Source: an optimization exercise on an open RTL-to-GDS flow (aim: small area). Production flows keep margins and buffers that such runs may drop. At most, simulation tests tie the RTL to the original design; equivalence was not proved. No activity file was given, so power comes from the tool's default toggle rates.

run H:
## riscv_cpu
module riscv_cpu (
    input         clk, reset,
    output [31:0] PC,
    input  [31:0] Instr,
    output        MemWrite,
    output [31:0] Mem_WrAddr, Mem_WrData,
    input  [31:0] ReadData,
    output [31:0] Result
);
wire b6 = Instr[6], b5 = Instr[5], b4 = Instr[4], b3 = Instr[3], b2 = Instr[2];
wire [2:0] f3 = Instr[14:12];
wire i30 = Instr[30], i31 = Instr[31];
wire is_store = ~b6 & b5 & ~b4;           
wire is_br    = b6 & ~b2;                 
wire is_jump  = b6 & b2;                  
wire is_jal   = b6 & b3;
wire is_jalr  = b6 & ~b3 & b2;
wire is_load  = ~b6 & ~b5 & ~b4;          
wire is_lui   = ~b6 & b5 & b2;            
wire is_auipc = ~b6 & ~b5 & b2;           
wire is_arith = ~b6 & b4 & ~b2;           
wire is_op    = ~b6 & b5 & b4 & ~b2;
wire reg_wr   = ~(b5 & ~b4 & ~b2);        
reg  [31:2] pcr;
wire [31:2] pc_next;
always @(posedge clk or posedge reset) begin
    if (reset) pcr <= 30'b0;
    else       pcr <= pc_next;
end
assign PC = {pcr, 2'b00};
wire [31:0] rs1, rs2;
reg_file rf (clk, reg_wr, Instr[19:15], Instr[24:20], Instr[11:7], Result, rs1, rs2);
genvar k;
wire [31:0] imm_is  = {{21{i31}}, Instr[30:25], is_store ? Instr[11:7] : Instr[24:20]};
wire        use_rs2 = b5 & ~b2 & (b4 | b6);    
wire        sub     = is_br | (is_arith & ~f3[2] & f3[1]) | (is_op & (f3 == 3'b000) & i30);
wire [31:0] sum, p, g, shr, shl;
wire        eq, lt, ltu;
  ...
Size: roughly 200 I/O pins, roughly 0.046 sq mm of cells after synthesis.
==> module sk_carry, before the edit <==
module sk_carry #(parameter N = 32, parameter L = 6) (    
    input  [N-1:0] p, g,
    input          ci,
    output [N:0]   c
);
localparam M = N + 1;                
wire [M*(L+1)-1:0] GG, PP;
genvar l, k;
generate
    for (k = 0; k < M; k = k + 1) begin : init
        if (k == 0) begin : c0
            assign GG[k] = ci;
            assign PP[k] = 1'b0;
        end else begin : b
            assign GG[k] = g[k-1];
            assign PP[k] = p[k-1];
        end
    end
    for (l = 0; l < L; l = l + 1) begin : lv
        for (k = 0; k < M; k = k + 1) begin : n
            if (((k >> l) & 1) == 1) begin : comb
                assign GG[(l+1)*M + k] = GG[l*M + k] | (PP[l*M + k] & GG[l*M + ((k >> l) << l) - 1]);
                assign PP[(l+1)*M + k] = PP[l*M + k] & PP[l*M + ((k >> l) << l) - 1];
            end else begin : pass
                assign GG[(l+1)*M + k] = GG[l*M + k];
                assign PP[(l+1)*M + k] = PP[l*M + k];
            end
        end
    end
endgenerate
assign c = GG[L*M +: M];
endmodule
==> module alu, before the edit <==
module alu (
    input  [31:0] a,           
    input  [31:0] rs2, imm,
    input         use_rs2,
    input         sub,
    input         left, arith,
    output [31:0] sum,         
    output [31:0] p, g,        
    output [31:0] shr,         
    output        eq, lt, ltu  
);
wire [31:0] bx;
wire [32:0] c;
u_bsel32 bs (rs2, imm, use_rs2, sub, bx);
genvar i;
generate
    for (i = 0; i < 32; i = i + 1) begin : pg
        u_ha h (a[i], bx[i], p[i], g[i]);
    end
endgenerate
sk_carry #(32, 6) cy (p, g, sub, c);
generate
    for (i = 0; i < 32; i = i + 1) begin : sm
        u_xor2 x (p[i], c[i], sum[i]);
    end
endgenerate
u_and32 ae (p, eq);
assign ltu = ~c[32];
assign lt  = p[31] ? ~c[32] : a[31];
shifter sh (a, bx[4:0], left, arith, shr);
endmodule
==> module riscv_cpu, before the edit <==
module riscv_cpu (
    input         clk, reset,
    output [31:0] PC,
    input  [31:0] Instr,
    output        MemWrite,
    output [31:0] Mem_WrAddr, Mem_WrData,
    input  [31:0] ReadData,
    output [31:0] Result
);
wire b6 = Instr[6], b5 = Instr[5], b4 = Instr[4], b3 = Instr[3], b2 = Instr[2];
wire [2:0] f3 = Instr[14:12];
wire i30 = Instr[30], i31 = Instr[31];
wire is_store = ~b6 & b5 & ~b4;           
wire is_br    = b6 & ~b2;                 
wire is_jump  = b6 & b2;                  
wire is_jal   = b6 & b3;
wire is_jalr  = b6 & ~b3 & b2;
wire is_load  = ~b6 & ~b5 & ~b4;          
wire is_lui   = ~b6 & b5 & b2;            
wire is_auipc = ~b6 & ~b5 & b2;           
wire is_arith = ~b6 & b4 & ~b2;           
wire is_op    = ~b6 & b5 & b4 & ~b2;
wire reg_wr   = ~(b5 & ~b4 & ~b2);        
reg  [31:2] pcr;
wire [31:2] pc_next;
always @(posedge clk or posedge reset) begin
    if (reset) pcr <= 30'b0;
    else       pcr <= pc_next;
end
assign PC = {pcr, 2'b00};
wire [31:0] rs1, rs2;
reg_file rf (clk, reg_wr, Instr[19:15], Instr[24:20], Instr[11:7], Result, rs1, rs2);
genvar k;
wire [31:0] imm_is  = {{21{i31}}, Instr[30:25], is_store ? Instr[11:7] : Instr[24:20]};
wire        use_rs2 = b5 & ~b2 & (b4 | b6);    
wire        sub     = is_br | (is_arith & ~f3[2] & f3[1]) | (is_op & (f3 == 3'b000) & i30);
wire [31:0] sum, p, g, shr, shl;
wire        eq, lt, ltu;
alu alu (rs1, rs2, imm_is, use_rs2, sub, ~f3[2], i30, sum, p, g, shr, eq, lt, ltu);
generate
    for (k = 0; k < 32; k = k + 1) begin : rv
        assign shl[k] = shr[31-k];
    end
endgenerate
wire        imm_u = ~b6, imm_b = ~b2;
wire [31:2] imm_pc;
assign imm_pc[31]    = i31;
assign imm_pc[30:20] = imm_u ? Instr[30:20] : {11{i31}};
assign imm_pc[19:12] = imm_b ? {8{i31}} : Instr[19:12];
assign imm_pc[11]    = ~imm_u & (imm_b ? Instr[7] : Instr[20]);
assign imm_pc[10:5]  = {6{~imm_u}} & Instr[30:25];
assign imm_pc[4:2]   = {3{~imm_u}} & (imm_b ? Instr[11:9] : Instr[24:22]);
wire [31:2] pp, pg, pc_imm, pc4;
wire [30:0] pcy;
generate
    for (k = 2; k < 32; k = k + 1) begin : pa
        u_ha h (pcr[k], imm_pc[k], pp[k], pg[k]);
    end
endgenerate
sk_carry #(30, 5) pcc (pp, pg, 1'b0, pcy);
assign pc_imm = pp ^ pcy[29:0];
adder #(30) inc (pcr, pc4);
wire taken = f3[0] ^ (f3[2] ? (f3[1] ? ltu : lt) : eq);
wire s_jalr = is_jalr;
wire s_imm  = is_jal | (is_br & taken);
wire s_4    = ~(s_jalr | s_imm);
generate
    for (k = 2; k < 32; k = k + 1) begin : np
        u_andor #(3) m ({sum[k], pc_imm[k], pc4[k]}, {s_jalr, s_imm, s_4}, pc_next[k]);
    end
endgenerate
wire s_ld  = is_load;
wire s_j   = is_jump;
wire s_auipc = is_auipc;
wire s_sum = is_arith & (f3 == 3'b000);
wire s_p   = is_arith & f3[2] & ~f3[0];           
wire s_g   = is_arith & f3[2] & f3[1];            
wire s_sr  = is_arith & (f3 == 3'b101);
wire s_sl  = is_arith & (f3 == 3'b001);
wire s_lt  = is_arith & (f3 == 3'b010);
wire s_ltu = is_arith & (f3 == 3'b011);
u_andor #(8) r0 ({ReadData[0], sum[0], p[0], g[0], shr[0], shl[0], lt, ltu},
                 {s_ld, s_sum, s_p, s_g, s_sr, s_sl, s_lt, s_ltu}, Result[0]);
u_andor #(6) r1 ({ReadData[1], sum[1], p[1], g[1], shr[1], shl[1]},
                 {s_ld, s_sum, s_p, s_g, s_sr, s_sl}, Result[1]);
generate
    for (k = 2; k < 12; k = k + 1) begin : rl
        u_andor #(8) r ({ReadData[k], sum[k], p[k], g[k], shr[k], shl[k], pc4[k], pc_imm[k]},
                        {s_ld, s_sum, s_p, s_g, s_sr, s_sl, s_j, s_auipc}, Result[k]);
    end
    for (k = 12; k < 32; k = k + 1) begin : rh
        u_andor #(9) r ({ReadData[k], sum[k], p[k], g[k], shr[k], shl[k], pc4[k], pc_imm[k], Instr[k]},
                        {s_ld, s_sum, s_p, s_g, s_sr, s_sl, s_j, s_auipc, is_lui}, Result[k]);
    end
endgenerate
assign MemWrite   = is_store;
assign Mem_WrAddr = sum;
assign Mem_WrData = rs2;
endmodule
clock: 12.0 ns
lec_check: 0
cap_margin: 20
core_margin: 2
core_utilization: 40
setup_slack_margin: 0.3
slew_margin: 20
synth_hierarchical: 1
run.sh (not shown) runs the stock make flow with config.mk's settings and CLKGATE_MAP_FILE= SYNTH_SCRIPT=/design/flow/synth_recipe.tcl, a recipe that flattens the netlist after the stock synthesis.
Here is what was changed in the inputs of run Z compared with run H.
diff --git a/flow/design.v b/flow/design.v
--- a/flow/design.v
+++ b/flow/design.v
@@ -1,11 +1,12 @@
-module sk_carry #(parameter N = 32, parameter L = 6) (    
+module sk_carry #(parameter N = 32) (
     input  [N-1:0] p, g,
     input          ci,
     output [N:0]   c
 );
 localparam M = N + 1;                
+localparam L = $clog2(M);
 wire [M*(L+1)-1:0] GG, PP;
 genvar l, k;
 generate
     for (k = 0; k < M; k = k + 1) begin : init
         if (k == 0) begin : c0
@@ -197,11 +198,11 @@
 generate
     for (i = 0; i < 32; i = i + 1) begin : pg
         u_ha h (a[i], bx[i], p[i], g[i]);
     end
 endgenerate
-sk_carry #(32, 6) cy (p, g, sub, c);
+sk_carry #(32) cy (p, g, sub, c);
 generate
     for (i = 0; i < 32; i = i + 1) begin : sm
         u_xor2 x (p[i], c[i], sum[i]);
     end
 endgenerate
@@ -267,11 +268,11 @@
 generate
     for (k = 2; k < 32; k = k + 1) begin : pa
         u_ha h (pcr[k], imm_pc[k], pp[k], pg[k]);
     end
 endgenerate
-sk_carry #(30, 5) pcc (pp, pg, 1'b0, pcy);
+sk_carry #(30) pcc (pp, pg, 1'b0, pcy);
 assign pc_imm = pp ^ pcy[29:0];
 adder #(30) inc (pcr, pc4);
 wire taken = f3[0] ^ (f3[2] ? (f3[1] ? ltu : lt) : eq);
 wire s_jalr = is_jalr;
 wire s_imm  = is_jal | (is_br & taken);
Results
The flow did not stop early for run Z: all stages ran, and the layout cleared the timing, DRC and antenna checks.
Re power: no difference whatsoever between run Z and run H.
Run Z -> run H: power per standard cell area delta 0, exact match
Re vertical extent of the die: no difference whatsoever between run H and run Z.
Run H → run Z: clock latency reported for the late side of the worst-skew pair was more or less identical; placed cell area was more or less identical; combinational cell power was more or less identical.
Run H and run Z ended up with roughly the same total number of sequential cells.
Comparing run H against run Z, there is no change at all in count of inverters other than clock inverters in the layout.
Diff run H..run Z | non-clock buffer count | unchanged
As far as minimum setup slack in the final design is concerned, run H and run Z perform about the same.
~same arrival time at the worst endpoint in run H and run Z
Run Z -> run H: area after synthesis delta 0, exact match
For run Z, only the layout was checked, not whether the RTL still works.

==> static timing again, ports no longer ideal <==
No port has a modelled driver above. Below, the same layouts with a new extraction and two added sets of constraints. Step 1, drivers: a clkbuf_16 drives clk and a buf_2 each remaining input, both assumed. Step 2 moves the port delays by t, midway between the first and last clock arrival at a register: inputs arrive t later, outputs are due t later. That takes back most of the time a late clock gives input paths. a / b / c = ideal ports / drivers / drivers and shift; a / b = the first two.
run	t, ns	slack for setup (ns)	clock arrival spread, ns	slew at the worst register clock pin (ns)
run H	0.796	0.156 / 0.133 / 0.133	0.044 / 0.044	0.07 / 0.07
run Z	0.796	0.156 / 0.133 / 0.133	0.044 / 0.044	0.07 / 0.07
After both steps setup and hold are still met in every run listed.
